Background: an optimization exercise with open tools, aiming at a short achievable clock period and few clock cycles per item. Do not read the settings as production practice.
Function was checked by simulation only, so behaviour that the tests miss may differ from the original.
Power is estimated from default activity; no workload was simulated.

==> design.v <==
module cpu(clk, rst, imem_addr, imem_rdata, dmem_addr, dmem_rdata, dmem_we, dmem_wdata);
  input clk;
  input rst;
  output [9:0] imem_addr;
  input [31:0] imem_rdata;
  output [9:0] dmem_addr;
  input [31:0] dmem_rdata;
  output dmem_we;
  output [31:0] dmem_wdata;
  reg [31:0] RF [1:31];
  reg [31:0] wRes, w2Res;      
  reg [4:0] wDest;             
  reg [4:0] eDest;
  reg eSW, eK;
  wire [4:0] eDestV = eK ? 5'd0 : eDest;
  wire eSWV = eSW & ~eK;
  reg [15:0] bhtH, bhtL;
  integer k;
  reg uV, uInv;
  reg [3:0] uIdx;
  reg [9:0] PC;
  wire [31:0] fI = imem_rdata;
  wire fJ = fI[31:26] == 6'd2;
  wire fBr = fI[31:27] == 5'b00010;
  wire fInv = bhtH[PC[3:0]];
  wire fPT = fBr & (fI[15] ^ fInv);
  wire [9:0] fPC1 = PC + 10'd1;
  wire [9:0] fBT;
  add10c u_fbt(.a(PC), .b(fI[9:0]), .ci(1'b1), .s(fBT));
  wire [9:0] fNext0 = fJ ? fI[9:0] : fBr & fI[15] ? fBT : fPC1;
  wire [9:0] fNext1 = fJ ? fI[9:0] : fBr & ~fI[15] ? fBT : fPC1;
  wire [9:0] fNext = fInv ? fNext1 : fNext0;
  wire [9:0] fAlt = fInv ^ fI[15] ? fPC1 : fBT;
  wire [4:0] fRs = fI[25:21], fRt = fI[20:16];
  wire [31:0] fA0 = fRs[2:0] == 3'd0 ? 32'd0 : RF[{2'd0, fRs[2:0]}];
  wire [31:0] fA1 = RF[{2'd1, fRs[2:0]}], fA2 = RF[{2'd2, fRs[2:0]}], fA3 = RF[{2'd3, fRs[2:0]}];
  wire [31:0] fB0 = fRt[2:0] == 3'd0 ? 32'd0 : RF[{2'd0, fRt[2:0]}];
  wire [31:0] fB1 = RF[{2'd1, fRt[2:0]}], fB2 = RF[{2'd2, fRt[2:0]}], fB3 = RF[{2'd3, fRt[2:0]}];
  reg [31:0] dI;
  reg [31:0] dA0, dA1, dA2v, dA3v, dB0, dB1, dB2v, dB3v;
  reg dV, dPT, dA2, dA3, dB2, dB3;
  reg [3:0] gA, gB;            
  reg dStall;                  
  reg [9:0] dAlt;
  reg [3:0] dIdx;
  wire [5:0] dOp = dI[31:26], dFn = dI[5:0];
  wire [4:0] dRs = dI[25:21], dRt = dI[20:16], dRd = dI[15:11];
  wire dR = dOp == 6'd0;
  wire dSLL = dR & dFn == 6'd0, dSRL = dR & dFn == 6'd2, dADD = dR & dFn == 6'd32,
       dSUB = dR & dFn == 6'd34, dAND = dR & dFn == 6'd36, dOR = dR & dFn == 6'd37,
       dNOR = dR & dFn == 6'd39;
  wire dADDI = dOp == 6'd8, dANDI = dOp == 6'd12, dORI = dOp == 6'd13,
       dLW = dOp == 6'd35, dSW = dOp == 6'd43, dBEQ = dOp == 6'd4, dBNE = dOp == 6'd5;
  wire dRW = dSLL | dSRL | dADD | dSUB | dAND | dOR | dNOR;
  wire dIW = dADDI | dANDI | dORI | dLW;
  wire [4:0] dDest = dRW ? dRd : dIW ? dRt : 5'd0;
  wire dImm = dADDI | dANDI | dORI;
  wire [31:0] dSimm = {{16{dI[15]}}, dI[15:0]};
  wire [31:0] dA = ({32{gA[0]}} & dA0) | ({32{gA[1]}} & dA1) | ({32{gA[2]}} & dA2v) | ({32{gA[3]}} & dA3v);
  wire [31:0] dB = ({32{gB[0]}} & dB0) | ({32{gB[1]}} & dB1) | ({32{gB[2]}} & dB2v) | ({32{gB[3]}} & dB3v);
  wire [31:0] dAv = dA2 ? wRes : dA3 ? w2Res : dA;
  wire [31:0] dBv = dB2 ? wRes : dB3 ? w2Res : dB;
  wire [9:0] dAddr;
  add10c u_addr(.a(dAv[9:0]), .b(dI[11:2]), .ci(1'b0), .s(dAddr));
  wire dMA = eDestV != 5'd0 & eDestV == dRs;
  wire dMB = eDestV != 5'd0 & eDestV == dRt;
  wire dGo = dV & ~dStall;
  wire fLW = fI[31:26] == 6'd35, fMem = fLW | fI[31:26] == 6'd43;
  wire fStall = (fMem & dGo & dDest != 5'd0 & dDest == fRs) | (fLW & dGo & dSW);
  reg eBeq, eBne, ePT, eSt;
  reg [3:0] eIdx;
  reg [9:0] eAlt, eAddr, mAddr;
  reg [31:0] eA, eB, eO2;      
  reg eSub;
  reg [4:0] eSh;
  reg sAdd, sAnd, sOr, sNor, sSll, sSrl, sLw;
  reg eZok, eZsh;              
  reg [31:0] eZm;              
  reg sWe;
  reg [31:0] sData;
  wire [32:0] sumx = {eA, 1'b1} + {eO2, eSub};
  wire [31:0] sum = sumx[32:1];
  wire [31:0] res = ({32{sAdd}} & sum) | ({32{sAnd}} & (eA & eO2)) | ({32{sOr}} & (eA | eO2))
                  | ({32{sNor}} & ~(eA | eO2)) | ({32{sSll}} & (eB << eSh))
                  | ({32{sSrl}} & (eB >> eSh)) | ({32{sLw}} & dmem_rdata);
  wire eEq = eA == eB;
  wire eBr = ~eK & (eBeq | eBne);
  wire eTaken = eBeq ? eEq : ~eEq;
  wire eMis = eBr & (eTaken ^ ePT);
  wire [31:0] eZv = eZsh ? eB & eZm : ({32{sAnd}} & (eA & eO2)) | ({32{sOr}} & (eA | eO2))
                                      | ({32{sNor}} & ~(eA | eO2));
  wire eZ = eZv == 32'd0;
  wire [4:0] dX = dRs == 5'd0 ? dRt : dRs;
  wire dEarly = dV & (dBEQ | dBNE) & ((dRs == 5'd0) ^ (dRt == 5'd0)) & eZok & eDestV == dX;
  wire dTakenE = dBEQ ? eZ : ~eZ;
  wire dMisE = dEarly & (dTakenE ^ dPT);
  wire [31:0] nA = dMA ? res : dAv;
  wire [31:0] nB = dMB ? res : dBv;
  assign imem_addr = PC;
  assign dmem_addr = mAddr;
  assign dmem_we = sWe;
  assign dmem_wdata = sData;
  always @(posedge clk) begin
    if(rst) begin
      PC <= 10'd0;
      dV <= 1'b0;
      bhtH <= 16'd0;
      bhtL <= 16'd0;
      uV <= 1'b0;
      eDest <= 5'd0;
      eSW <= 1'b0;
      eBeq <= 1'b0;
      eBne <= 1'b0;
      eK <= 1'b0;
      dStall <= 1'b0;
      wDest <= 5'd0;
      sWe <= 1'b0;
    end else begin
      if(eMis) begin
        PC <= eAlt;
        dV <= 1'b0;
      end else if(dMisE) begin
        PC <= dAlt;
        dV <= 1'b0;
      end else if(~dStall) begin
        PC <= fNext;
        dV <= 1'b1;
      end
      for(k = 0; k < 16; k = k + 1)
        if(uV & uIdx == k) begin
          bhtH[k] <= uInv ? bhtH[k] | bhtL[k] : bhtH[k] & bhtL[k];
          bhtL[k] <= uInv ? ~bhtL[k] | bhtH[k] : ~bhtL[k] & bhtH[k];
        end
      uV <= eBr;
      eDest <= dGo ? dDest : 5'd0;
      eSW <= dGo & dSW;
      eBeq <= dGo & dBEQ;
      eBne <= dGo & dBNE;
      eK <= eMis;
      dStall <= ~eMis & ~dStall & fStall;
      wDest <= eDestV;
      sWe <= eSWV;
    end
    uIdx <= eIdx;
    uInv <= eTaken ^ eSt;
    if(~dStall) begin
      dI <= fI;
      dPT <= fPT;
      dAlt <= fAlt;
      dIdx <= PC[3:0];
      gA <= 4'd1 << fI[25:24];
      gB <= 4'd1 << fI[20:19];
      dA0 <= fA0; dA1 <= fA1; dA2v <= fA2; dA3v <= fA3;
      dB0 <= fB0; dB1 <= fB1; dB2v <= fB2; dB3v <= fB3;
      dA2 <= eDestV != 5'd0 & eDestV == fRs;
      dB2 <= eDestV != 5'd0 & eDestV == fRt;
      dA3 <= wDest != 5'd0 & wDest == fRs;
      dB3 <= wDest != 5'd0 & wDest == fRt;
    end else begin
      dA0 <= dAv; dA1 <= dAv; dA2v <= dAv; dA3v <= dAv;
      dB0 <= dBv; dB1 <= dBv; dB2v <= dBv; dB3v <= dBv;
      dA2 <= dMA;
      dB2 <= dMB;
      dA3 <= 1'b0;
      dB3 <= 1'b0;
    end
    ePT <= dPT ^ dMisE;
    eSt <= dI[15];
    eIdx <= dIdx;
    eAlt <= dAlt;
    eAddr <= dAddr;
    mAddr <= eSWV ? eAddr : dAddr;
    eA <= nA;
    eB <= nB;
    eO2 <= dImm ? dSimm : nB ^ {32{dSUB}};
    eSub <= dSUB;
    eSh <= dI[10:6];
    sAdd <= dADD | dSUB | dADDI;
    sAnd <= dAND | dANDI;
    sOr <= dOR | dORI;
    sNor <= dNOR;
    sSll <= dSLL;
    sSrl <= dSRL;
    sLw <= dLW;
    eZok <= dSLL | dSRL | dAND | dANDI | dOR | dORI | dNOR;
    eZsh <= dSLL | dSRL;
    eZm <= dSLL ? 32'hffffffff >> dI[10:6] : 32'hffffffff << dI[10:6];
    sData <= eB;
    wRes <= res;
    w2Res <= wRes;
    if(wDest != 5'd0) RF[wDest] <= wRes;
  end
endmodule
module add10c(a, b, ci, s);
  input [9:0] a, b;
  input ci;
  output [9:0] s;
  wire [10:0] x = {a, 1'b1} + {b, ci};
  assign s = x[10:1];
endmodule
==> flow/run.sh <==
#!/bin/bash
# The standard layout (standard.sh) with these changes:
# - synthesis leaves Yosys's adders to ABC instead of mapping them to the
#   library's full/half-adder cells, and ABC maps for delay with its classic
#   mapper (flow/abc.script) instead of ORFS's speed script;
set -o pipefail
export ADDER_MAP_FILE=
export MY_ABC_SCRIPT=$PWD/flow/abc.script
# The standard flow's synthesis script with the ABC script replaced
{ head -n 1 synth_recipe.tcl
  cat <<'EOT'
proc abc {args} {
  set i [lsearch -exact $args -script]
  if {$i >= 0} { set args [lreplace $args $i [expr {$i + 1}] -script $::env(MY_ABC_SCRIPT)] }
  yosys abc {*}$args
}
EOT
  tail -n +2 synth_recipe.tcl; } > flow_synth.tcl
bash standard.sh SYNTH_SCRIPT=$PWD/flow_synth.tcl SETUP_SLACK_MARGIN=5.5 finish 2>&1 | tee standard.log
==> flow/abc.script <==
strash
map -D 300
buffer -c
topo
stime -c
upsize -c
dnsize -c
==> standard.sh <==
#!/bin/bash
# synth_recipe.tcl (not shown) runs the flow's synth.tcl, then flattens the netlist and writes it again
# the make line also repeats each setting of config.mk as NAME=value (left out here)
make -C /OpenROAD-flow-scripts/flow DESIGN_CONFIG=/design/flow/config.mk WORK_HOME=/design/flow/orfs CLKGATE_MAP_FILE= SYNTH_SCRIPT=/design/flow/synth_recipe.tcl "${@:-finish}"
==> config.mk <==
export PLATFORM = sky130hd
export DESIGN_NAME = cpu
export DESIGN_NICKNAME = cpu
export VERILOG_FILES = /design/flow/design.v
export SDC_FILE = /design/flow/constraint.sdc
export NUM_CORES = 8
export LEC_CHECK = 0
export CAP_MARGIN = 20
export CORE_MARGIN = 2
export CORE_UTILIZATION = 40
export SETUP_SLACK_MARGIN = 5
export SLEW_MARGIN = 20
export SYNTH_HIERARCHICAL = 1
==> constraint.sdc <==
create_clock -name core_clock -period 7.5 [get_ports {clk}]
set_input_delay 1.5000 -clock core_clock [delete_from_list [all_inputs] [get_ports {clk}]]
set_output_delay 1.5000 -clock core_clock [all_outputs]
set_load 0.01 [all_outputs]
==> results.txt, run 1 <==
antenna viol nets, final 0; initial antenna violation count 17; root buffer cell clkbuf_16; Seq pwr share between 40 and 50%; Pint 0.0168 W; Total Routed Length around 390 mm; fmax approximately 0.34 GHz; Pwr per Cell Area approximately 210 mW/mm^2; clock power share between 30% and 40%; Post-Syn Instances just under 10k; Worst slew margin 34.6%; number of buffers created by CTS about 180; Iteration-0 DRC Markers approximately 12k; worst-case vdd ir drop roughly 0.16 mV; area grow syn2layout 38.6%; Final Hold Viols 0; status timing/DRC/antenna clean; I/O Pins 119; row cnt between 150 and 200; worst hold path depth 0; die height about 460 um; CTS tree built; pre-CTS worst setup slack between 2000 and 3000 ps; WL/cell approximately 29 um; global route overflow 0; sequential area share after synthesis 52.6%; die width approximately 460 um; number of flops mapped to enable cells by yosys 1047; worst min-delay path class flip-flop to flip-flop; max-slew violation count 0; Clk pin slew, worst setup/hold paths around 70 ps; min Tclk post-route between 2000 and 3000 ps; fraction of registers with async set/reset 0%; critical path type flip-flop to output port; largest net degree at the start of global routing 165; Yosys cell types roughly 70; crit-path cells buf_12 -> buf_6; Least-Margin Pin Slew between 900 and 1000 ps; Port Buffers 118; Bufs and invs on worst path 2; syn avg cell area 8.32 sq um; placer congestion estimate just under 1; max incr delay on CP between 300 and 400 ps; DR pass1 iterations 9; DRC 0; Cell Area, Synth between 0.08 and 0.09 sq mm; CTS sink count around 1.6k; Lkg Pwr between 40 and 50 nW; clock latency on the worst-skew pair ~850 ps; die footprint approximately 0.21 sq mm; clk_skew between 30 and 40 ps; Total Routing Usage GR roughly a third; CP max stage cell dfxtp_4; reg-to-reg slack, setup about 4600 ps; CTS max path bufs 3; most common cell after layout, fill and taps aside nand2_1; Initial Utilization between 40% and 50%; Power Total between 0.02 and 0.025 W; Post-CTS Hold Buffers 0; Post-layout nets approximately 11k; via count 81.8k; commonest non-fill, non-tap cells in the layout nand2_1, edfxtp_1, o21ai_1; Worst setup SP type flip-flop; NetSw 0.00683 W; crit share post-route between 30% and 40%; post-DP HPWL 191 mm; WHS Endpoint uIdx[0]; endpoint class of the critical path output port; Reg2Reg Launch Point sAnd; vias in the first global route between 70k and 80k; CP required around 6000 ps; RSZ-0062 raised after global routing true; Synth warnings 7; switching portion of total power ~29%; H-Tree Level Count 4; Worst Hold Launch eIdx[0]; crit-path max FO 2; core outline area around 0.20 sq mm; final setup violation count 0; setup_tns 0 ps; CP arrival 1440 ps; flip-flop and latch count after synthesis between 1.5k and 2k; Setup WS post-layout 4560 ps; RR Endpoint PC[1]; Comb pwr share a little under a fifth; Synth Flop Type edfxtp_1; R2R cell count 14; first-pass GRT wire length roughly 520 mm; CP top delay family flip-flops; via/cell ratio around 6.1; max cap viols 0; share of cells above drive strength 1 between 20% and 30%
routing by layer:
layer,vias up,track usage (%),routed length (um)
met5,-,0,84
met4,10,21.7,32000
met3,1632,7.41,48500
met2,5834,51.7,168000
met1,38900,43.1,139000
li1,35400,-,-
modules after synthesis, one instance, submodules excluded:
module / cells inside / cell area (sq um) / times used
cpu: 9654 / 81100 / 1
add10c: 136 / 727 / 2
cell families after synthesis:
logic type / after synthesis / synth area share (%)
buffers and inverters: 1408 / 6.46
AND/OR/NAND/NOR: 3738 / 18.5
AO/OA/AOI/OAI: 2719 / 17.6
other: 2 / 0.00910
XOR/XNOR: 91 / 1.01
multiplexers: 286 / 3.47
flip-flops: 1647 / 52.6
adder cells (fa/ha/maj): 35 / 0.429
layout make-up:
cell class / count / area [sq um]
inverters: 792 / 3240
repair buffers: 1061 / 16100
fillers: 17200 / 90600
well taps: 2688 / 3360
repair inverters: 13 / 146
clock buffers: 265 / 5300
multi-input cells: 6882 / 41800
diodes: 6 / 15.0
clock inverters: 71 / 613
flip-flops and latches: 1647 / 43900
metrics by stage:
| stage | cell area, sq um | instances | util (%) | hold WS [ps] |
|---|---|---|---|---|
| 2_1_floorplan | 86000 | 9932 | - | 310 |
| 3_3_place_gp | 87700 | 12300 | 42.8 | 311 |
| 3_5_place_dp | 87700 | 12300 | 42.8 | 312 |
| 4_1_cts | 107000 | 13200 | 52.4 | 328 |
| 5_1_grt | 114000 | 13400 | 55.8 | 329 |
| 6_report | 114000 | 13400 | 55.8 | 326 |
power by group through the flow:
stage	registers (W)	logic, W	clock network (W)
finish	0.0102	0.00440	0.00903
global placement	0.0104	0.00253	0
floorplan	0.0103	0.00180	0
CTS	0.0102	0.00373	0.00902
detailed placement	0.0104	0.00255	0
global route	0.0102	0.00457	0.00937
flip-flops by register name, summed over array words and instances, names as in the netlist, 16 cells and up:
| register | count |
|---|---|
| RF | 992 |
| dA0 | 32 |
| dA1 | 32 |
| dA2v | 32 |
| dA3v | 32 |
| dB0 | 32 |
| dB1 | 32 |
| dB2v | 32 |
| dB3v | 32 |
| dI | 32 |
| eA | 32 |
| eB | 32 |
| eO2 | 32 |
| eZm | 32 |
| sData | 32 |
| w2Res | 32 |
| wRes | 32 |
| bhtH | 16 |
| bhtL | 16 |
repair_timing:
| item | 4_1_cts | 5_1_grt |
|---|---|---|
| resized for setup | 2022 | 1005 |
| endpoints found under the setup margin | 1462 | 706 |
| pin swaps | 419 | 442 |
| cloned | 174 | 77 |
| buffers inserted | 376 | 188 |
worst max-delay path by stage:
| stage | startpoint | end | slack, ps | cells past startpoint |
|---|---|---|---|---|
| finish | PC[1] | imem_addr[1] | 4560 | 2 |
| floorplan | imem_rdata[6] | PC[9] | 4530 | 15 |
| CTS | PC[1] | imem_addr[1] | 4500 | 2 |
| detailed placement | eZsh | PC[3] | 2980 | 10 |
| global placement | eZsh | PC[6] | 3000 | 11 |
| global route | eSh[0] | eO2[26] | 4490 | 14 |
cells in the mapped netlist, types with 69 or more instances:
cell type     n  area, sq um
inv_1       772         2900
nor2_1      776         2910
nor3_1       81          405
a21oi_1     829         4150
nand4_1     150          938
clkbuf_1    490         1840
buf_1        93          349
a31oi_1      82          513
nand2_1    2380         8930
nand3_1     222         1110
a22oi_1      69          518
mux2i_1     286         2860
o21ai_0    1530         7660
dfxtp_1     600        12000
edfxtp_1   1047        31400
Testbench counts, summed over its fixed seeds: cycles 46,044, instructions 44,290.
==> run 2: changes to the inputs <==
--- a/flow/run.sh
+++ b/flow/run.sh
@@ -1,8 +1,8 @@
 #!/bin/bash
 # The standard layout (standard.sh) with these changes:
 # - synthesis leaves Yosys's adders to ABC instead of mapping them to the
-#   library's full/half-adder cells, and ABC maps for delay with its classic
-#   mapper (flow/abc.script) instead of ORFS's speed script;
+#   library's full/half-adder cells, and ABC maps for delay (structural choices, then its classic
+#   mapper; flow/abc.script) instead of ORFS's speed script;
 set -o pipefail
 export ADDER_MAP_FILE=
 export MY_ABC_SCRIPT=$PWD/flow/abc.script
==> flow/abc.script (replaced) <==
strash
dch
map -D 300
buffer -c
topo
stime -c
upsize -c
dnsize -c
--- a/config.mk
+++ b/config.mk
@@ -7,7 +7,7 @@
 export LEC_CHECK = 0
 export CAP_MARGIN = 20
 export CORE_MARGIN = 2
-export CORE_UTILIZATION = 40
+export CORE_UTILIZATION = 35
 export SETUP_SLACK_MARGIN = 5
 export SLEW_MARGIN = 20
 export SYNTH_HIERARCHICAL = 1
==> results.txt, run 2 <==
worst min-delay path class flip-flop to flip-flop (unchanged); min Tclk post-route 2880 ps (was 2940 ps); CP arrival 1380 ps (was 1440 ps); Worst setup SP type flip-flop (unchanged); share of cells above drive strength 1 35.2% (was 28.5%); crit-path max FO 2 (unchanged); Synth top area share 40.1% (was 38.1%); Setup WS post-layout 4620 ps (was 4560 ps); Synth warnings 7 (unchanged); Iteration-0 DRC Markers 17.3k (was 11.6k); pre-CTS worst setup slack 3140 ps (was 2980 ps); Lkg Pwr 41.3 nW (was 46.3 nW); flip-flop and latch count after synthesis 1647 (unchanged); CP required 6000 ps (about the same); Largest Register RF (unchanged); Pwr per Cell Area 216 mW/mm^2 (was 207 mW/mm^2); die footprint 0.228 sq mm (was 0.210 sq mm); die height 478 um (was 458 um); max-slew violation count 0 (unchanged); die width 478 um (was 458 um); H-Tree Level Count 4 (unchanged); register area 0.0438 sq mm (was 0.0439 sq mm); Post-Syn Instances 8484 (was 9926); minimum hold slack 326 ps (about the same); Finished Layout Cells 12.5k (was 13.4k); number of flops mapped to enable cells by yosys 1047 (unchanged); worst-case vdd ir drop 0.285 mV (was 0.162 mV); global route overflow 0 (unchanged); Bufs and invs on worst path 1 (was 2); DR pass1 iterations 13 (was 9); most common cell after layout, fill and taps aside edfxtp_1 (was nand2_1); area leader, netlist edfxtp_1 (unchanged); Initial Utilization 35.3% (was 40.3%); core outline area 0.223 sq mm (was 0.205 sq mm); DRC 0 (unchanged); fmax 0.348 GHz (was 0.340 GHz); most numerous cell in the Yosys netlist o21ai_0 (was nand2_1); Final Hold Viols 0 (unchanged); placed cells 11.1k (was 12.3k); largest cells by area after synthesis edfxtp_1, dfxtp_1, o21ai_0 (was edfxtp_1, dfxtp_1, nand2_1); I/O Pins 119 (unchanged); largest net degree at the start of global routing 101 (was 165); Yosys cell types 87 (was 72); post-DP HPWL 193 mm (was 191 mm); max cap viols 0 (unchanged); max incr delay on CP 400 ps (was 350 ps); Core Util, Final 51.1% (was 55.8%); via count 86.7k (was 81.8k); status timing/DRC/antenna clean (unchanged); CP max stage cell dfxtp_4 (unchanged); Least-Margin Pin Slew 1200 ps (was 980 ps); CTS max path bufs 3 (unchanged); initial antenna violation count 44 (was 17); commonest non-fill, non-tap cells in the layout edfxtp_1, nor2_1, nand2_1 (was nand2_1, edfxtp_1, o21ai_1); Port Buffers 118 (unchanged); syn avg cell area 9.25 sq um (was 8.32 sq um); Total Routed Length 473 mm (was 387 mm); crit share post-route 38.4% (was 39.2%); Total Routing Usage GR 34.5% (was 33.7%); number of fill cells in the layout 18.8k (was 17.2k); fraction of registers with async set/reset 0% (unchanged); CTS sink count 1647 (unchanged); sequential area share after synthesis 55.4% (was 52.6%); number of buffers created by CTS 170 (was 179); antenna viol nets, final 0 (unchanged); final setup violation count 0 (unchanged); Multi-input gate area 0.0398 sq mm (was 0.0418 sq mm); top cells by count, synth o21ai_0, nor2_1, edfxtp_1, nand2_1, dfxtp_1 (was nand2_1, o21ai_0, edfxtp_1, a21oi_1, nor2_1); Worst slew margin 19.6% (was 34.6%); RSZ-0062 raised after global routing true (unchanged); root buffer cell clkbuf_16 (unchanged); CP top delay family flip-flops (unchanged); endpoint class of the critical path output port (unchanged); Post-layout nets 9347 (was 10.6k); first-pass GRT wire length 565 mm (was 520 mm); vias in the first global route 74.6k (was 75.5k); via/cell ratio 6.96 (was 6.09); Clk pin slew, worst setup/hold paths 60 ps (was 70 ps); CTS tree built (unchanged); setup_tns 0 ps (unchanged); critical path type flip-flop to output port (unchanged); clock latency on the worst-skew pair 930 ps (was 850 ps); max reg flops 992 (unchanged); clk_skew 80.1 ps (was 38.4 ps); Synth Flop Type edfxtp_1 (unchanged); Cell Area, Synth 0.0785 sq mm (was 0.0826 sq mm); placer congestion estimate 1.03 (was 0.981); area grow syn2layout 44.9% (was 38.6%); WL/cell 37.9 um (was 28.8 um); crit-path cells buf_6 (was buf_12 -> buf_6); row cnt 173 (was 166)
run 2: cell count changes in the layout (fill, tap and decap cells not counted), moves of 108 or more:
cell / change
nand2_1: -1188
a21oi_1: -285
mux2i_1: -250
o221ai_1: +256
o221ai_2: +108
nor2_1: +306
o211ai_1: +162
o21ai_0: +142
inv_1: -357
a21oi_2: -136
o21ai_1: -405
run 2: path summary, 6_finish.rpt:
check / from / endpoint / slack, ps / cells after the start
setup / recovery: PC[4] / imem_addr[4] / 4620 / 1
hold / removal: eIdx[3] / uIdx[3] / 330 / 0
setup reg to reg: eSh[0] / eO2[24] / 4680 / 15
hold reg to reg: eIdx[3] / uIdx[3] / 330 / 0
run 2: kinds of logic after synthesis:
group | after synthesis | synth area share, %
compound gates | 2973 | 24.0
simple gates | 2775 | 14.8
flops | 1647 | 55.4
buf+inv | 1024 | 5.06
xor+xnor | 52 | 0.598
mux | 6 | 0.0765
fa+ha+maj | 5 | 0.0638
other cells | 2 | 0.00957
run 2: Yosys stat by module (local to each module, per instance):
| module | flops+latches | copies in the design | cell area, sq um |
|---|---|---|---|
| add10c | 0 | 2 | 647 |
| cpu | 1647 | 1 | 77200 |
run 2: metal layers:
| layer | routed length (um) | vias to the layer above | track usage (%) |
|---|---|---|---|
| met1 | 149000 | 40900 | 41.1 |
| met5 | 1420 | - | 0.210 |
| met3 | 83600 | 3473 | 12.3 |
| met2 | 181000 | 9302 | 50.0 |
| li1 | - | 33000 | - |
| met4 | 57600 | 42 | 28.2 |
run 2: final cells by class:
class,count,share of cell area (%)
Inverter,427,1.73
Clock inverter,78,0.690
Antenna cell,50,0.110
Timing Repair Buffer,1162,15.5
Tap cell,2975,3.27
Clock buffer,240,4.31
Sequential cell,1647,38.5
Multi-Input combinational cell,5817,35.0
Timing Repair inverter,56,0.900
run 2: what timing repair did:
action,4_1_cts,5_1_grt
setup endpoints to repair,1473,1207
buffers inserted,402,263
hold buffers,0,0
resized for setup,1956,1538
gates cloned,155,157
pin swaps,317,581
run 2: through the flow:
stage	power, W	instance area, sq um
5_1_grt	0.0248	114000
2_1_floorplan	0.0122	81100
6_report	0.0245	114000
3_3_place_gp	0.0133	82900
3_5_place_dp	0.0133	82900
4_1_cts	0.0231	102000
run 2: power by group:
part	total, W	switching, W	internal [W]
Clock	0.00887	0.00391	0.00496
Sequential	0.0104	0.000399	0.00996
Combinational	0.00527	0.00326	0.00202
Total	0.0245	0.00757	0.0169
==> run 3: changes to the inputs <==
--- a/flow/run.sh
+++ b/flow/run.sh
@@ -16,4 +16,4 @@
 }
 EOT
   tail -n +2 synth_recipe.tcl; } > flow_synth.tcl
-bash standard.sh SYNTH_SCRIPT=$PWD/flow_synth.tcl SETUP_SLACK_MARGIN=5.5 finish 2>&1 | tee standard.log
+bash standard.sh SYNTH_SCRIPT=$PWD/flow_synth.tcl SETUP_SLACK_MARGIN=5 finish 2>&1 | tee standard.log
==> results.txt, run 3 <==
commonest non-fill, non-tap cells in the layout nor2_1, edfxtp_1, nand2_1 (was edfxtp_1, nor2_1, nand2_1); crit-path max FO 2 (unchanged); post-DP HPWL 194 mm (was 193 mm); flip-flop and latch count after synthesis 1647 (unchanged); CTS tree built (unchanged); Post-CTS Hold Buffers 0 (unchanged); clock latency on the worst-skew pair 840 ps (was 930 ps); Worst slew margin 18.1% (was 19.6%); Port Buffers 118 (unchanged); worst-case vdd ir drop 0.193 mV (was 0.285 mV); WL/cell 30.6 um (was 37.9 um); number of flops mapped to enable cells by yosys 1047 (unchanged); placed cells 11.1k (about the same); global route overflow 0 (unchanged); initial antenna violation count 11 (was 44); top cells by count, synth o21ai_0, nor2_1, edfxtp_1, nand2_1, dfxtp_1 (unchanged); via/cell ratio 6.35 (was 6.96); sequential area share after synthesis 55.4% (unchanged); Final Hold Viols 0 (unchanged); Cell Area, Synth 0.0785 sq mm (unchanged); die footprint 0.228 sq mm (unchanged); Synth Flop Type edfxtp_1 (unchanged); Least-Margin Pin Slew 1230 ps (was 1200 ps); Clk pin slew, worst setup/hold paths 60 ps (about the same); fmax 0.345 GHz (was 0.348 GHz); vias in the first global route 68.5k (was 74.6k); CP arrival 1390 ps (was 1380 ps); share of cells above drive strength 1 19.2% (was 35.2%); number of buffers created by CTS 169 (was 170); Post-Syn Instances 8484 (unchanged); antenna viol nets, final 0 (unchanged); root buffer cell clkbuf_16 (unchanged); largest cells by area after synthesis edfxtp_1, dfxtp_1, o21ai_0 (unchanged); max reg flops 992 (unchanged); Finished Layout Cells 11.8k (was 12.5k); CP max stage cell dfxtp_2 (was dfxtp_4); most common cell after layout, fill and taps aside nor2_1 (was edfxtp_1); Synth warnings 7 (unchanged); first-pass GRT wire length 491 mm (was 565 mm); min Tclk post-route 2890 ps (was 2880 ps); Pwr per Cell Area 234 mW/mm^2 (was 216 mW/mm^2); worst min-delay path class flip-flop to flip-flop (unchanged); RSZ-0062 raised after global routing true (unchanged); Power Total 0.0224 W (was 0.0245 W); status timing/DRC/antenna clean (unchanged); CP top delay family flip-flops (unchanged); CTS sink count 1647 (unchanged); Total Routing Usage GR 29.3% (was 34.5%); DRC 0 (unchanged); CTS max path bufs 3 (unchanged); die height 478 um (unchanged); core outline area 0.223 sq mm (unchanged); max incr delay on CP 330 ps (was 400 ps); max-slew violation count 0 (unchanged); die width 478 um (unchanged); area grow syn2layout 22.2% (was 44.9%); fraction of registers with async set/reset 0% (unchanged); Synth top area share 40.1% (unchanged); number of fill cells in the layout 21.1k (was 18.8k); Setup WS post-layout 4610 ps (was 4620 ps); endpoint class of the critical path output port (unchanged); Initial Utilization 35.3% (unchanged); setup_tns 0 ps (unchanged); CP required 6000 ps (about the same); row cnt 173 (unchanged); Post-layout nets 8708 (was 9347); Yosys cell types 87 (unchanged); largest net degree at the start of global routing 128 (was 101); most numerous cell in the Yosys netlist o21ai_0 (unchanged); Iteration-0 DRC Markers 11.4k (was 17.3k); clk_skew 31.5 ps (was 80.1 ps); Bufs and invs on worst path 2 (was 1); final setup violation count 0 (unchanged); Worst setup SP type flip-flop (unchanged); critical path type flip-flop to output port (unchanged); max cap viols 0 (unchanged); Lkg Pwr 34.2 nW (was 41.3 nW); DR pass1 iterations 9 (was 13); area leader, netlist edfxtp_1 (unchanged); pre-CTS worst setup slack 3200 ps (was 3140 ps); Largest Register RF (unchanged); H-Tree Level Count 4 (unchanged); placer congestion estimate 1.01 (was 1.03); via count 74.7k (was 86.7k); syn avg cell area 9.25 sq um (unchanged); I/O Pins 119 (unchanged); crit-path cells buf_12 -> buf_6 (was buf_6); crit share post-route 38.6% (was 38.4%); Total Routed Length 360 mm (was 473 mm)
[run 3: cell counts after synthesis]
No cell type changed its count.
[run 3: power breakdown]
group	internal (W)	switching [W]	leakage (nW)	total, W
clock	0.00475	0.00371	2.69	0.00846
sequential	0.00996	0.000373	14.8	0.0103
combinational	0.00126	0.00239	16.7	0.00364
[run 3: kinds of logic (layout without fill, tap and decap cells)]
family / after synthesis / in the layout / synth area share (%)
AND/OR/NAND/NOR: 2775 / 2781 / 14.8
other: 2 / 6 / 0.00957
multiplexers: 6 / 6 / 0.0765
buffers and inverters: 1024 / 1324 / 5.06
AO/OA/AOI/OAI: 2973 / 2973 / 24.0
flip-flops: 1647 / 1647 / 55.4
adder cells (fa/ha/maj): 5 / 5 / 0.0638
XOR/XNOR: 52 / 52 / 0.598
[run 3: metal layers]
layer | wire length [um] | GRT usage (%) | share of wire, % | vias up
met3 | 44400 | 6.28 | 12 | 1295
met4 | 26900 | 18.6 | 7.5 | 6
li1 | - | - | - | 31500
met1 | 131000 | 37.6 | 36 | 36200
met2 | 157000 | 44.9 | 44 | 5718
met5 | 46 | 0 | 0.013 | -
[run 3: what timing repair did]
| item | 4_1_cts | 5_1_grt |
|---|---|---|
| setup buffers | 183 | 85 |
| endpoints found under the setup margin | 800 | 555 |
| endpoints found under the hold margin | 0 | 0 |
| resized for setup | 890 | 512 |
| pin swaps | 115 | 188 |
| cloned | 33 | 25 |
[run 3: stage by stage]
step | cell area [sq um] | hold slack (ps) | utilization, %
after global routing | 95900 | 336 | 43.1
after detailed placement | 82700 | 314 | 37.2
after CTS | 92800 | 328 | 41.7
after global placement | 82700 | 312 | 37.1
after floorplan | 80200 | 310 | -
final | 95900 | 326 | 43.1
[run 3: final timing paths]
path	start	end	slack, ps	cells after the start
min	eIdx[1]	uIdx[1]	330	0
min reg2reg	eIdx[1]	uIdx[1]	330	0
max reg2reg	sOr	PC[8]	4730	13
max	PC[0]	imem_addr[0]	4610	2
[run 3: modules after synthesis (local to each module, per instance)]
| module | area (sq um) | cells |
|---|---|---|
| cpu | 77200 | 8274 |
| add10c | 647 | 105 |
[run 3: layout make-up]
type | count | area, sq um | area share, %
inverter | 427 | 1840 | 1.91
clock inverter | 56 | 554 | 0.578
tap | 2975 | 3720 | 3.88
antenna | 4 | 10.0 | 0.0104
clock buffer | 263 | 4960 | 5.17
timing repair buffer | 570 | 6690 | 6.98
timing repair inverter | 8 | 78.8 | 0.0822
multi-input combinational | 5819 | 34400 | 35.8
sequential | 1647 | 43700 | 45.6
[run 3: worst reg2reg max path, stage by stage, from the launching register on]
cell and delay [ps]:
dfxtp_4 440, inv_8 250, o221ai_2 150, nor2_1 100, nand4_1 350, o22ai_2 250
nand4_1 140, buf_6 160, buf_6 110, a21oi_4 230, buf_12 190, nand2_4 50
o211ai_1 100, a31oi_2 110
==> run 4: changes to the inputs <==
--- a/config.mk
+++ b/config.mk
@@ -8,6 +8,7 @@
 export CAP_MARGIN = 20
 export CORE_MARGIN = 2
 export CORE_UTILIZATION = 35
+export PLACE_DENSITY = 0.7
 export SETUP_SLACK_MARGIN = 5
 export SLEW_MARGIN = 20
 export SYNTH_HIERARCHICAL = 1
==> results.txt, run 4 <==
fraction of registers with async set/reset 0% (unchanged); I/O Pins 119 (unchanged); complex-gate fraction of the synthesized area 24.0% (unchanged); die footprint 0.228 sq mm (unchanged); Synth warnings 7 (unchanged); syn avg cell area 9.25 sq um (unchanged); met1 WL 120 mm (was 131 mm); max cap viols 0 (unchanged); top cells by count, synth o21ai_0, nor2_1, edfxtp_1, nand2_1, dfxtp_1 (unchanged); CTS sink count 1647 (unchanged); crit share post-route 38.1% (was 38.6%); placer congestion estimate 1.00 (was 1.01); CP max stage cell dfxtp_4 (was dfxtp_2); max reg flops 992 (unchanged); most common cell after layout, fill and taps aside nor2_1 (unchanged); via count 75.6k (was 74.7k); clock power share 39.4% (was 37.7%); number of buffers created by CTS 174 (was 169); Synth Flop Type edfxtp_1 (unchanged); die width 478 um (unchanged); commonest non-fill, non-tap cells in the layout nor2_1, edfxtp_1, nand2_1 (unchanged); share of cells above drive strength 1 19.0% (was 19.2%); Least-Margin Pin Slew 1210 ps (was 1230 ps); crit-path cells buf_6 (was buf_12 -> buf_6); flip-flop and latch count after synthesis 1647 (unchanged); WHS Endpoint uIdx[0] (was uIdx[1]); Cell Area, Synth 0.0785 sq mm (unchanged); H-Tree Level Count 4 (unchanged); endpoint class of the critical path output port (unchanged); largest cells by area after synthesis edfxtp_1, dfxtp_1, o21ai_0 (unchanged); clock latency on the worst-skew pair 880 ps (was 840 ps); max incr delay on CP 380 ps (was 330 ps); Synth top area share 40.1% (unchanged); Post-layout nets 8680 (was 8708); Comb pwr share 15.4% (was 16.2%); R2R cell count 12 (was 13); met3 routed WL 52.3 mm (was 44.4 mm); Worst Hold Launch eIdx[0] (was eIdx[1]); final setup violation count 0 (unchanged); antenna viol nets, final 0 (unchanged); die height 478 um (unchanged); Power Total 0.0229 W (was 0.0224 W); Synth Area in Adders 0.0638% (unchanged); placed cells 11.1k (about the same); most numerous cell in the Yosys netlist o21ai_0 (unchanged); pre-CTS worst setup slack 2820 ps (was 3200 ps); Reg2Reg Launch Point sNor (was sOr); fmax 0.350 GHz (was 0.345 GHz); CP arrival 1360 ps (was 1390 ps); CP required 6000 ps (about the same); CP top delay family flip-flops (unchanged); status timing/DRC/antenna clean (unchanged); number of flops mapped to enable cells by yosys 1047 (unchanged); post-DP HPWL 184 mm (was 194 mm); global route overflow 0 (unchanged); worst hold path depth 0 (unchanged); setup_tns 0 ps (unchanged); row cnt 173 (unchanged); largest family of logic cells by synthesized area compound AO/OA/AOI/OAI gates (unchanged); RR Endpoint PC[0] (was PC[8]); max-slew violation count 0 (unchanged); Total Routing Usage GR 28.3% (was 29.3%); Seq pwr share 45.2% (was 46.0%); worst min-delay path class flip-flop to flip-flop (unchanged); core outline area 0.223 sq mm (unchanged); Initial Utilization 35.3% (unchanged); RSZ-0062 raised after global routing true (unchanged); first-pass GRT wire length 481 mm (was 491 mm); root buffer cell clkbuf_16 (unchanged); Lkg Pwr 34.1 nW (was 34.2 nW); worst-case vdd ir drop 0.279 mV (was 0.193 mV); Pwr per Cell Area 239 mW/mm^2 (was 234 mW/mm^2); Final Hold Viols 0 (unchanged); min Tclk post-route 2860 ps (was 2890 ps); reg-to-reg slack, setup 4660 ps (was 4730 ps); initial antenna violation count 8 (was 11); Port Buffers 118 (unchanged); largest net degree at the start of global routing 123 (was 128); CTS max path bufs 3 (unchanged); WL/cell 29.4 um (was 30.6 um); Finished Layout Cells 11.7k (was 11.8k); Post-Syn Instances 8484 (unchanged); Clk pin slew, worst setup/hold paths 70 ps (was 60 ps); Worst setup SP type flip-flop (unchanged); Worst slew margin 18.9% (was 18.1%); Bufs and invs on worst path 1 (was 2); vias in the first global route 70.5k (was 68.5k); Total Routed Length 345 mm (was 360 mm); Largest Register RF (unchanged); Synth Area in Simple Gates 14.8% (unchanged); Iteration-0 DRC Markers 13.1k (was 11.4k); sequential area share after synthesis 55.4% (unchanged); Pint 0.0163 W (was 0.0160 W); area leader, netlist edfxtp_1 (unchanged); XOR/XNOR share of the synthesized area 0.598% (unchanged); Yosys cell types 87 (unchanged); via/cell ratio 6.44 (was 6.35); NetSw 0.00657 W (was 0.00647 W); DR pass1 iterations 7 (was 9); CTS tree built (unchanged); max layer used met5 (unchanged); Met2 Wirelength 146 mm (was 157 mm); crit-path max FO 3 (was 2); area grow syn2layout 22.2% (about the same); number of fill cells in the layout 20.7k (was 21.1k); clk_skew 83.0 ps (was 31.5 ps); Setup WS post-layout 4640 ps (was 4610 ps); switching portion of total power 28.7% (was 28.8%); critical path type flip-flop to output port (unchanged); multiplexer area fraction after synthesis 0.0765% (unchanged); DRC 0 (unchanged)
-- run 4: cell counts after synthesis --
Identical to the previous run, type by type.
-- run 4: layer usage --
layer | up-vias | GRT usage (%)
li1 | 31400 | -
met1 | 36000 | 35.1
met2 | 6556 | 42.2
met3 | 1634 | 9.07
met4 | 20 | 18.7
met5 | - | 0
-- run 4: power by group through the flow --
| stage | Combinational [W] | Clock [W] | Sequential, W |
|---|---|---|---|
| floorplan | 0.00185 | 0 | 0.0103 |
| global placement | 0.00265 | 0 | 0.0105 |
| detailed placement | 0.00269 | 0 | 0.0105 |
| CTS | 0.00308 | 0.00898 | 0.0103 |
| global route | 0.00369 | 0.00937 | 0.0104 |
| finish | 0.00353 | 0.00902 | 0.0103 |
-- run 4: how the worst max path moves through the flow --
stage / slack (ps) / startpoint / to / depth (start not counted)
after floorplan: 4570 / imem_rdata[27] / PC[6] / 10
after global placement: 2910 / imem_rdata[21] / dA0[3] / 6
after detailed placement: 2820 / imem_rdata[21] / dA0[3] / 6
after CTS: 4630 / PC[6] / imem_addr[6] / 1
after global routing: 4610 / PC[9] / imem_addr[9] / 1
final: 4640 / PC[9] / imem_addr[9] / 1
-- run 4: final cells by class --
type                    count  area, sq um  area share [%]
clock inverters            77          961            1.00
inverters                 427         1870            1.95
repair buffers            537         6240            6.50
multi-input cells        5815        34200            35.7
well taps                2975         3720            3.88
flip-flops and latches   1647        43700            45.6
repair inverters           12          130           0.136
diodes                      7         17.5          0.0183
clock buffers             251         5040            5.25
-- run 4: timing repair --
item                       4_1_cts  5_1_grt
gates resized for setup        886      495
hold buffers                     0        0
cloned                          34       14
pin swaps                      113      168
setup buffers                  176       91
setup endpoints to repair      655      438
-- run 4: modules after synthesis (local to each module, per instance) --
module | copies in the design | flops+latches | cell area, sq um | cells
add10c | 2 | 0 | 647 | 105
cpu | 1 | 1647 | 77200 | 8274
-- run 4: metrics by stage --
stage | utilization, % | hold WS, ps | instance area [sq um]
final | 43.1 | 323 | 95900
after global routing | 43.1 | 334 | 95900
after CTS | 41.8 | 326 | 93100
after detailed placement | 37.1 | 312 | 82500
after global placement | 37.1 | 314 | 82500
after floorplan | - | 310 | 80200
-- run 4: cell families (layout without fill, tap and decap cells) --
group / count (synthesis) / count (layout)
compound gates: 2973 / 2973
xor+xnor: 52 / 52
fa+ha+maj: 5 / 5
buf+inv: 1024 / 1304
flops: 1647 / 1647
mux: 6 / 6
other cells: 2 / 9
simple gates: 2775 / 2777
==> run 5: changes to the inputs <==
--- a/config.mk
+++ b/config.mk
@@ -7,7 +7,7 @@
 export LEC_CHECK = 0
 export CAP_MARGIN = 20
 export CORE_MARGIN = 2
-export CORE_UTILIZATION = 35
+export CORE_UTILIZATION = 40
 export PLACE_DENSITY = 0.7
 export SETUP_SLACK_MARGIN = 5
 export SLEW_MARGIN = 20
==> results.txt, run 5 <==
XOR/XNOR share of the synthesized area 0.598% (unchanged); global route overflow 0 (unchanged); Iteration-0 DRC Markers 12.2k (was 13.1k); max cap viols 0 (unchanged); worst-case vdd ir drop 0.206 mV (was 0.279 mV); Yosys cell types 87 (unchanged); min Tclk post-route 2890 ps (was 2860 ps); largest cells by area after synthesis edfxtp_1, dfxtp_1, o21ai_0 (unchanged); syn avg cell area 9.25 sq um (unchanged); Post-CTS Hold Buffers 0 (unchanged); Total Routing Usage GR 31.9% (was 28.3%); area leader, netlist edfxtp_1 (unchanged); largest family of logic cells by synthesized area compound AO/OA/AOI/OAI gates (unchanged); crit-path max FO 10 (was 3); Synth Area in Simple Gates 14.8% (unchanged); I/O Pins 119 (unchanged); die width 447 um (was 478 um); share of cells above drive strength 1 18.5% (was 19.0%); NetSw 0.00645 W (was 0.00657 W); die height 447 um (was 478 um); Synth warnings 7 (unchanged); Clk pin slew, worst setup/hold paths 70 ps (about the same); Seq pwr share 45.9% (was 45.2%); clock latency on the worst-skew pair 850 ps (was 880 ps); max reg flops 992 (unchanged); Synth Area in Adders 0.0638% (unchanged); row cnt 162 (was 173); post-DP HPWL 183 mm (was 184 mm); Lkg Pwr 33.9 nW (was 34.1 nW); WL/cell 30.0 um (was 29.4 um); switching portion of total power 28.6% (was 28.7%); top cells by count, synth o21ai_0, nor2_1, edfxtp_1, nand2_1, dfxtp_1 (unchanged); clock power share 38.2% (was 39.4%); Total Routed Length 342 mm (was 345 mm); Largest Register RF (unchanged); number of fill cells in the layout 17.5k (was 20.7k); RSZ-0062 raised after global routing true (unchanged); Port Buffers 118 (unchanged); Least-Margin Pin Slew 1170 ps (was 1210 ps); DRC 0 (unchanged); Initial Utilization 40.2% (was 35.3%); clk_skew 33.4 ps (was 83.0 ps); complex-gate fraction of the synthesized area 24.0% (unchanged); CTS max path bufs 3 (unchanged); critical path type flip-flop to flip-flop (was flip-flop to output port); RR Endpoint eO2[24] (was PC[0]); Pint 0.0161 W (was 0.0163 W); most numerous cell in the Yosys netlist o21ai_0 (unchanged); Pwr per Cell Area 237 mW/mm^2 (was 239 mW/mm^2); antenna viol nets, final 0 (unchanged); setup_tns 0 ps (unchanged); R2R cell count 13 (was 12); Post-layout nets 8678 (was 8680); first-pass GRT wire length 469 mm (was 481 mm); number of flops mapped to enable cells by yosys 1047 (unchanged); fraction of registers with async set/reset 0% (unchanged); Synth top area share 40.1% (unchanged); multiplexer area fraction after synthesis 0.0765% (unchanged); Post-Syn Instances 8484 (unchanged); die footprint 0.200 sq mm (was 0.228 sq mm); core outline area 0.195 sq mm (was 0.223 sq mm); vias in the first global route 69.2k (was 70.5k); Cell Area, Synth 0.0785 sq mm (unchanged); endpoint class of the critical path flip-flop (was output port); initial antenna violation count 14 (was 8); worst hold path depth 0 (unchanged); critical path launch point eSh[0] (was PC[9]); root buffer cell clkbuf_16 (unchanged); CTS tree built (unchanged); worst min-delay path class flip-flop to flip-flop (unchanged); via count 75.1k (was 75.6k); Core Util, Final 48.7% (was 43.1%); CP required 8200 ps (was 6000 ps); sequential area share after synthesis 55.4% (unchanged); Reg2Reg Launch Point eSh[0] (was sNor); Final Hold Viols 0 (unchanged); Worst setup SP type flip-flop (unchanged); CP arrival 3590 ps (was 1360 ps); Synth Flop Type edfxtp_1 (unchanged); number of buffers created by CTS 169 (was 174); placer congestion estimate 1.01 (was 1.00); reg-to-reg slack, setup 4610 ps (was 4660 ps); status timing/DRC/antenna clean (unchanged); final setup violation count 0 (unchanged); fmax 0.346 GHz (was 0.350 GHz); largest net degree at the start of global routing 142 (was 123); via/cell ratio 6.59 (was 6.44); Worst slew margin 21.7% (was 18.9%); max-slew violation count 0 (unchanged); H-Tree Level Count 4 (unchanged); Critical Path Sink eO2[24] (was imem_addr[9]); CTS sink count 1647 (unchanged); area grow syn2layout 20.9% (was 22.2%); Comb pwr share 15.9% (was 15.4%); flip-flop and latch count after synthesis 1647 (unchanged); most common cell after layout, fill and taps aside nor2_1 (unchanged); crit share post-route 38.5% (was 38.1%); commonest non-fill, non-tap cells in the layout nor2_1, edfxtp_1, nand2_1 (unchanged); DR pass1 iterations 13 (was 7)
[run 5: what timing repair did]
action / 4_1_cts / 5_1_grt
pin swaps: 77 / 170
cloned: 32 / 23
setup endpoints to repair: 823 / 622
endpoints found under the hold margin: 0 / 0
gates resized for setup: 820 / 501
setup buffers: 116 / 134
[run 5: modules after synthesis (local to each module, per instance)]
module / cell area, sq um / cells inside / flip-flops and latches / copies in the design
cpu: 77200 / 8274 / 1647 / 1
add10c: 647 / 105 / 0 / 2
[run 5: cell type report]
type,count,area [sq um],area share (%)
diodes,4,10.0,0.0105
clock buffers,244,4850,5.11
clock inverters,76,778,0.820
inverters,427,1870,1.98
multi-input cells,5820,34100,36.0
flip-flops and latches,1647,43700,46.1
well taps,2624,3280,3.46
repair buffers,537,6120,6.45
repair inverters,10,114,0.120
[run 5: metal layers]
metal | wire, um | global-route usage (%)
met2 | 145000 | 47.8
met1 | 118000 | 39.5
met4 | 27400 | 21.1
met3 | 51900 | 9.96
met5 | 135 | 0
[run 5: logic make-up (layout without fill, tap and decap cells)]
logic type	count (synthesis)	count (layout)
compound gates	2973	2973
xor+xnor	52	52
fa+ha+maj	5	5
buf+inv	1024	1294
flops	1647	1647
mux	6	6
other cells	2	6
simple gates	2775	2782
[run 5: how the worst min path moves through the flow]
stage | start | end | slack [ps]
finish | eIdx[2] | uIdx[2] | 310
global route | eIdx[2] | uIdx[2] | 330
CTS | eIdx[2] | uIdx[2] | 320
detailed placement | eIdx[1] | uIdx[1] | 310
global placement | eIdx[2] | uIdx[2] | 310
floorplan | eIdx[0] | uIdx[0] | 310
[run 5: metrics by stage]
step	setup WS (ps)	power, W	instance area (sq um)	cells	hold WS, ps
3_5_place_dp	2740	0.0132	82100	10800	312
4_1_cts	4610	0.0219	91600	11200	320
2_1_floorplan	4570	0.0122	80200	8484	310
6_report	4610	0.0225	94900	11400	313
5_1_grt	4620	0.0230	94900	11400	332
3_3_place_gp	2760	0.0132	82100	10800	311
[run 5: worst max-delay path, stage by stage, from the launching register on]
cell and delay, ps:
dfxtp_4 440, buf_4 150, clkbuf_16 160, nand2_1 80, a21boi_4 160, nand2_1 80, o21ai_2 70, o211ai_1 830
nand3_1 180, o2111a_2 230, nand3_1 130, nand3_1 80, nand2_1 60, o21ai_0 90
[run 5: power groups by stage]
stage / sequential, W / combinational [W] / clock [W]
floorplan: 0.0103 / 0.00185 / 0
global placement: 0.0105 / 0.00270 / 0
detailed placement: 0.0105 / 0.00274 / 0
CTS: 0.0103 / 0.00305 / 0.00858
global route: 0.0104 / 0.00373 / 0.00894
finish: 0.0103 / 0.00357 / 0.00859
==> run 6: changes to the inputs <==
--- a/config.mk
+++ b/config.mk
@@ -8,7 +8,6 @@
 export CAP_MARGIN = 20
 export CORE_MARGIN = 2
 export CORE_UTILIZATION = 40
-export PLACE_DENSITY = 0.7
 export SETUP_SLACK_MARGIN = 5
 export SLEW_MARGIN = 20
 export SYNTH_HIERARCHICAL = 1
==> results.txt, run 6 <==
status timing/DRC/antenna clean (unchanged); syn avg cell area 9.25 sq um (unchanged); RSZ-0062 raised after global routing true (unchanged); Iteration-0 DRC Markers 10.8k (was 12.2k); Final Cell Area 0.0954 sq mm (was 0.0949 sq mm); commonest non-fill, non-tap cells in the layout nor2_1, edfxtp_1, nand2_1 (unchanged); Core Util, Final 48.9% (was 48.7%); H-Tree Level Count 4 (unchanged); clock power share 38.8% (was 38.2%); die width 447 um (unchanged); Worst slew margin 19.7% (was 21.7%); R2R cell count 13 (unchanged); endpoint class of the critical path flip-flop (unchanged); Initial Utilization 40.2% (unchanged); clock latency on the worst-skew pair 870 ps (was 850 ps); most numerous cell in the Yosys netlist o21ai_0 (unchanged); top cells by count, synth o21ai_0, nor2_1, edfxtp_1, nand2_1, dfxtp_1 (unchanged); Total Routed Length 354 mm (was 342 mm); fraction of registers with async set/reset 0% (unchanged); via/cell ratio 6.49 (was 6.59); Worst setup SP type input port (was flip-flop); I/O Pins 119 (unchanged); max incr delay on CP 970 ps (was 830 ps); crit-path cells clkdlybuf4s50_1 -> a21oi_1 -> o2111a_2 -> nand2_4 -> o211ai_1 -> a31oi_1 (was buf_4 -> clkbuf_16 -> nand2_1 -> a21boi_4 -> nand2_1 -> o21ai_2 -> o211ai_1 -> nand3_1 -> o2111a_2 -> nand3_1 -> nand3_1 -> nand2_1 -> o21ai_0); Final Hold Viols 0 (unchanged); Multi-input gate area 0.0343 sq mm (was 0.0341 sq mm); Largest Register RF (unchanged); Synth warnings 7 (unchanged); Synth Flop Type edfxtp_1 (unchanged); max layer used met5 (unchanged); crit share post-route 42.3% (was 38.5%); register area 0.0437 sq mm (about the same); CP required 8210 ps (was 8200 ps); number of flops mapped to enable cells by yosys 1047 (unchanged); met1 WL 129 mm (was 118 mm); CTS tree built (unchanged); setup_tns 0 ps (unchanged); placer congestion estimate 0.999 (was 1.01); worst min-delay path class flip-flop to flip-flop (unchanged); Setup WS post-layout 4330 ps (was 4610 ps); post-DP HPWL 195 mm (was 183 mm); WL/cell 31.0 um (was 30.0 um); WP depth 6 (was 13); vias in the first global route 68.4k (was 69.2k); met3 routed WL 46.3 mm (was 51.9 mm); clk_skew 39.4 ps (was 33.4 ps); area leader, netlist edfxtp_1 (unchanged); max cap viols 0 (unchanged); fmax 0.315 GHz (was 0.346 GHz); row cnt 162 (unchanged); flip-flop and latch count after synthesis 1647 (unchanged); Post-CTS Hold Buffers 0 (unchanged); core outline area 0.195 sq mm (unchanged); Comb pwr share 15.6% (was 15.9%); Lkg Pwr 34.2 nW (was 33.9 nW); sequential area share after synthesis 55.4% (unchanged); CTS max path bufs 3 (unchanged); largest cells by area after synthesis edfxtp_1, dfxtp_1, o21ai_0 (unchanged); share of cells above drive strength 1 19.2% (was 18.5%); Bufs and invs on worst path 1 (was 2); Pint 0.0161 W (about the same); CTS sink count 1647 (unchanged); largest net degree at the start of global routing 144 (was 142); Least-Margin Pin Slew 1200 ps (was 1170 ps); Total Routing Usage GR 33.6% (was 31.9%); post-place instance area 0.0823 sq mm (was 0.0821 sq mm); Post-layout nets 8703 (was 8678); number of fill cells in the layout 17.9k (was 17.5k); worst-case vdd ir drop 0.264 mV (was 0.206 mV); crit-path max FO 3 (was 10); Clk pin slew, worst setup/hold paths 60 ps (was 70 ps); initial antenna violation count 16 (was 14); switching portion of total power 29.0% (was 28.6%); max reg flops 992 (unchanged); die footprint 0.200 sq mm (unchanged); max-slew violation count 0 (unchanged); Post-Syn Instances 8484 (unchanged); min Tclk post-route 3170 ps (was 2890 ps); Met2 Wirelength 151 mm (was 145 mm); worst hold path depth 0 (unchanged); Pwr per Cell Area 238 mW/mm^2 (was 237 mW/mm^2); DRC 0 (unchanged); antenna viol nets, final 0 (unchanged); Cell Area, Synth 0.0785 sq mm (unchanged); CP top delay family compound AO/OA/AOI/OAI gates (unchanged); CP arrival 3880 ps (was 3590 ps); critical path type input port to flip-flop (was flip-flop to flip-flop); final setup violation count 0 (unchanged); root buffer cell clkbuf_16 (unchanged); Seq pwr share 45.6% (was 45.9%); global route overflow 0 (unchanged); DR pass1 iterations 7 (was 13); CP max stage cell a21oi_1 (was o211ai_1); NetSw 0.00659 W (was 0.00645 W); die height 447 um (unchanged); area grow syn2layout 21.5% (was 20.9%); Port Buffers 118 (unchanged); first-pass GRT wire length 488 mm (was 469 mm); pre-CTS worst setup slack 3210 ps (was 2740 ps); number of buffers created by CTS 178 (was 169); via count 74.1k (was 75.1k); Yosys cell types 87 (unchanged); Power Total 0.0227 W (was 0.0225 W); Synth top area share 40.1% (unchanged); most common cell after layout, fill and taps aside nor2_1 (unchanged)
[run 6: cell counts after synthesis]
Identical to the previous run, type by type.
[run 6: modules after synthesis, one instance, submodules excluded]
module	cells	area, sq um
cpu	8274	77200
add10c	105	647
[run 6: area by class of cell]
cell class,count,share of cell area (%)
flip-flops and latches,1647,45.8
multi-input cells,5817,35.9
well taps,2624,3.44
clock inverters,89,0.869
inverters,427,1.92
repair buffers,558,6.67
diodes,2,0.00525
clock buffers,247,5.26
repair inverters,8,0.0735
[run 6: final timing paths]
kind | from | end | slack (ps)
hold / removal | eIdx[2] | uIdx[2] | 330
setup reg to reg | eSh[0] | eO2[1] | 4470
setup / recovery | dmem_rdata[11] | eO2[11] | 4330
hold reg to reg | eIdx[2] | uIdx[2] | 330
[run 6: what timing repair did]
| action | 4_1_cts | 5_1_grt |
|---|---|---|
| setup buffers | 130 | 127 |
| resized for setup | 879 | 526 |
| pin swaps | 113 | 194 |
| gates cloned | 33 | 15 |
| endpoints found under the setup margin | 972 | 417 |
[run 6: worst register-to-register path, delay by kind of cell, from the launching register on]
family                    cells  cell delay [ps]
AOI/OAI and AO/OA             5             1280
and+or+nand+nor               6              770
DFF                           1              400
buffers and inverters         1              330
xor gates and xnor gates      1              140
[run 6: metrics by stage]
stage | instances | hold slack (ps)
after floorplan | 8484 | 310
after global placement | 10800 | 314
after detailed placement | 10800 | 320
after CTS | 11300 | 330
after global routing | 11400 | 324
final | 11400 | 327
[run 6: cells by family (layout without fill, tap and decap cells)]
| logic type | after synthesis | after routing | share of synthesized area (%) |
|---|---|---|---|
| xor+xnor | 52 | 52 | 0.598 |
| buf+inv | 1024 | 1329 | 5.06 |
| fa+ha+maj | 5 | 5 | 0.0638 |
| other cells | 2 | 4 | 0.00957 |
| compound gates | 2973 | 2974 | 24.0 |
| flops | 1647 | 1647 | 55.4 |
| mux | 6 | 6 | 0.0765 |
| simple gates | 2775 | 2778 | 14.8 |
[run 6: power by group through the flow]
stage | sequential (W) | clock (W) | combinational, W
floorplan | 0.0103 | 0 | 0.00185
global placement | 0.0105 | 0 | 0.00277
detailed placement | 0.0105 | 0 | 0.00278
CTS | 0.0103 | 0.00887 | 0.00310
global route | 0.0104 | 0.00922 | 0.00372
finish | 0.0103 | 0.00881 | 0.00354
[run 6: routing by layer]
metal	vias up	track usage, %
met4	18	22.0
met1	35600	42.7
met2	5616	50.2
met3	1393	9.01
li1	31500	-
met5	-	0
==> run 7: changes to the inputs <==
--- a/config.mk
+++ b/config.mk
@@ -7,7 +7,7 @@
 export LEC_CHECK = 0
 export CAP_MARGIN = 20
 export CORE_MARGIN = 2
-export CORE_UTILIZATION = 40
+export CORE_UTILIZATION = 45
 export SETUP_SLACK_MARGIN = 5
 export SLEW_MARGIN = 20
 export SYNTH_HIERARCHICAL = 1
==> results.txt, run 7 <==
number of fill cells in the layout 15.1k (was 17.9k); status timing/DRC/antenna clean (unchanged); H-Tree Level Count 4 (unchanged); Total Routing Usage GR 37.5% (was 33.6%); Cell Area, Synth 0.0785 sq mm (unchanged); via count 75.2k (was 74.1k); CP arrival 1430 ps (was 3880 ps); CP required 6000 ps (was 8210 ps); most common cell after layout, fill and taps aside nor2_1 (unchanged); CTS max path bufs 3 (unchanged); initial antenna violation count 12 (was 16); Yosys cell types 87 (unchanged); largest net degree at the start of global routing 98 (was 144); I/O Pins 119 (unchanged); Largest Register RF (unchanged); crit-path max FO 2 (was 3); vias in the first global route 68.6k (was 68.4k); WL/cell 31.9 um (was 31.0 um); worst min-delay path class flip-flop to flip-flop (unchanged); sequential area share after synthesis 55.4% (unchanged); Post-layout nets 8780 (was 8703); fraction of registers with async set/reset 0% (unchanged); most numerous cell in the Yosys netlist o21ai_0 (unchanged); endpoint class of the critical path output port (was flip-flop); max incr delay on CP 360 ps (was 970 ps); placer congestion estimate 1.03 (was 0.999); CP max stage cell dfxtp_4 (was a21oi_1); number of flops mapped to enable cells by yosys 1047 (unchanged); die footprint 0.178 sq mm (was 0.200 sq mm); antenna viol nets, final 0 (unchanged); CTS tree built (unchanged); Synth top area share 40.1% (unchanged); Port Buffers 118 (unchanged); fmax 0.341 GHz (was 0.315 GHz); flip-flop and latch count after synthesis 1647 (unchanged); setup_tns 0 ps (unchanged); Reg2Reg Launch Point sOr (was eSh[0]); crit share post-route 39.1% (was 42.3%); area grow syn2layout 23.0% (was 21.5%); Iteration-0 DRC Markers 12.1k (was 10.8k); commonest non-fill, non-tap cells in the layout nor2_1, edfxtp_1, nand2_1 (unchanged); final setup violation count 0 (unchanged); max cap viols 0 (unchanged); Clk pin slew, worst setup/hold paths 60 ps (about the same); Pwr per Cell Area 238 mW/mm^2 (about the same); crit-path cells buf_12 -> buf_6 (was clkdlybuf4s50_1 -> a21oi_1 -> o2111a_2 -> nand2_4 -> o211ai_1 -> a31oi_1); root buffer cell clkbuf_16 (unchanged); first-pass GRT wire length 489 mm (was 488 mm); Least-Margin Pin Slew 1130 ps (was 1200 ps); CTS sink count 1647 (unchanged); min Tclk post-route 2930 ps (was 3170 ps); global route overflow 0 (unchanged); share of cells above drive strength 1 20.5% (was 19.2%); via/cell ratio 6.72 (was 6.49); Total Routed Length 357 mm (was 354 mm); die width 422 um (was 447 um); Worst slew margin 24.6% (was 19.7%); post-DP HPWL 199 mm (was 195 mm); largest cells by area after synthesis edfxtp_1, dfxtp_1, o21ai_0 (unchanged); Final Cell Area 0.0965 sq mm (was 0.0954 sq mm); Initial Utilization 45.2% (was 40.2%); DRC 0 (unchanged); CP top delay family flip-flops (was compound AO/OA/AOI/OAI gates); Lkg Pwr 34.9 nW (was 34.2 nW); Synth Flop Type edfxtp_1 (unchanged); number of buffers created by CTS 175 (was 178); core outline area 0.174 sq mm (was 0.195 sq mm); area leader, netlist edfxtp_1 (unchanged); clk_skew 57.1 ps (was 39.4 ps); Post-Syn Instances 8484 (unchanged); DR pass1 iterations 9 (was 7); clock latency on the worst-skew pair 860 ps (was 870 ps); syn avg cell area 9.25 sq um (unchanged); post-place instance area 0.0820 sq mm (was 0.0823 sq mm); critical path launch point PC[0] (was dmem_rdata[11]); Final Hold Viols 0 (unchanged); die height 422 um (was 447 um); Worst setup SP type flip-flop (was input port); Synth warnings 7 (unchanged); max reg flops 992 (unchanged); worst-case vdd ir drop 0.253 mV (was 0.264 mV); critical path type flip-flop to output port (was input port to flip-flop); Bufs and invs on worst path 2 (was 1); RSZ-0062 raised after global routing true (unchanged); Worst Hold Launch eIdx[2] (unchanged); max-slew violation count 0 (unchanged); row cnt 153 (was 162); top cells by count, synth o21ai_0, nor2_1, edfxtp_1, nand2_1, dfxtp_1 (unchanged); minimum hold slack 318 ps (was 327 ps)
[run 7: final timing paths]
check                  to  slack, ps  depth (start not counted)
max          imem_addr[0]       4570                          2
min               uIdx[2]        320                          0
max reg2reg         PC[8]       4750                         12
min reg2reg       uIdx[2]        320                          0
[run 7: final cells by class]
class / count / area (sq um) / area share [%]
diodes: 7 / 17.5 / 0.0181
repair buffers: 633 / 7340 / 7.60
repair inverters: 11 / 110 / 0.114
inverters: 427 / 1870 / 1.94
multi-input cells: 5819 / 34800 / 36.0
flip-flops and latches: 1647 / 43700 / 45.3
clock buffers: 257 / 5010 / 5.19
well taps: 2325 / 2910 / 3.01
clock inverters: 74 / 774 / 0.802
[run 7: routing by layer]
layer | up-vias | global-route usage (%) | share of wire (%)
met3 | 1359 | 9.81 | 13
met2 | 5811 | 55.9 | 43
met4 | 12 | 23.1 | 7.3
li1 | 31700 | - | -
met5 | - | 0 | 0.067
met1 | 36400 | 48.9 | 37
[run 7: timing repair]
action / CTS / global route
gates resized for setup: 973 / 561
hold buffers: 0 / 0
setup buffers: 182 / 148
cloned: 36 / 21
setup endpoints to repair: 854 / 641
pin swaps: 131 / 226
[run 7: through the flow]
stage,total power (W),cells,util [%],setup slack (ps)
2_1_floorplan,0.0122,8484,-,4570
3_3_place_gp,0.0133,10500,47.1,3160
3_5_place_dp,0.0133,10500,47.2,3160
4_1_cts,0.0224,11000,53.4,4530
5_1_grt,0.0236,11200,55.6,4540
6_report,0.0230,11200,55.6,4570
[run 7: modules after synthesis, one instance, submodules excluded]
module | cell area [sq um] | times used | flops+latches
add10c | 647 | 2 | 0
cpu | 77200 | 1 | 1647
[run 7: cells by family (layout without fill, tap and decap cells)]
family / count (synthesis) / after routing / synth area share (%)
adder cells (fa/ha/maj): 5 / 5 / 0.0638
flip-flops: 1647 / 1647 / 55.4
multiplexers: 6 / 6 / 0.0765
buffers and inverters: 1024 / 1402 / 5.06
other: 2 / 9 / 0.00957
XOR/XNOR: 52 / 52 / 0.598
AND/OR/NAND/NOR: 2775 / 2781 / 14.8
AO/OA/AOI/OAI: 2973 / 2973 / 24.0
[run 7: worst reg2reg max path, stage by stage (launching register included)]
cell	delay, ps
dfxtp_4	440
inv_16	170
o22ai_1	110
a21oi_2	250
nand4_1	340
o22ai_2	260
nand4_1	210
nand2_4	160
a21oi_4	70
buf_6	130
buf_12	140
o211ai_1	220
a31oi_2	130
[run 7: where the power goes]
part / switching [W] / internal (W) / total, W
Clock: 0.00376 / 0.00506 / 0.00882
Sequential: 0.000373 / 0.00996 / 0.0103
Combinational: 0.00248 / 0.00135 / 0.00383

==> re-timing with driven ports <==
No port has a modelled driver above. Below, the same layouts with a new extraction and two added sets of constraints. Step 1 assumes that a clkbuf_16 drives the clock port and a buf_2 every other input. Step 2 also shifts input and output timing later by t, the mid clock arrival at the registers, as if the neighbouring blocks saw the same clock. a / b / c = ideal / step 1 / step 2; a / b = the first two.
run	t, ns	slack for setup (ns)	worst register clock-pin slew, ns	worst data-port slew with drivers (ns)	cell pins on the clock port's net
run 1	0.922	4.558 / 4.471 / 3.781	0.07 / 0.07	0.44	1
run 2	1.002	4.624 / 4.518 / 3.772	0.08 / 0.08	0.58	1
run 3	0.923	4.605 / 4.512 / 3.955	0.07 / 0.07	0.23	1
run 4	0.925	4.640 / 4.556 / 3.847	0.07 / 0.07	0.30	1
run 5	0.940	4.609 / 4.547 / 3.884	0.07 / 0.07	0.34	1
run 6	0.937	4.329 / 4.391 / 3.454	0.07 / 0.07	0.31	1
run 7	0.917	4.566 / 4.478 / 3.859	0.08 / 0.08	0.32	1
After both steps every run listed still meets setup and hold. For run 6, which loses most, drivers alone change the setup slack by +0.062 ns; drivers and shift together by -0.875 ns.
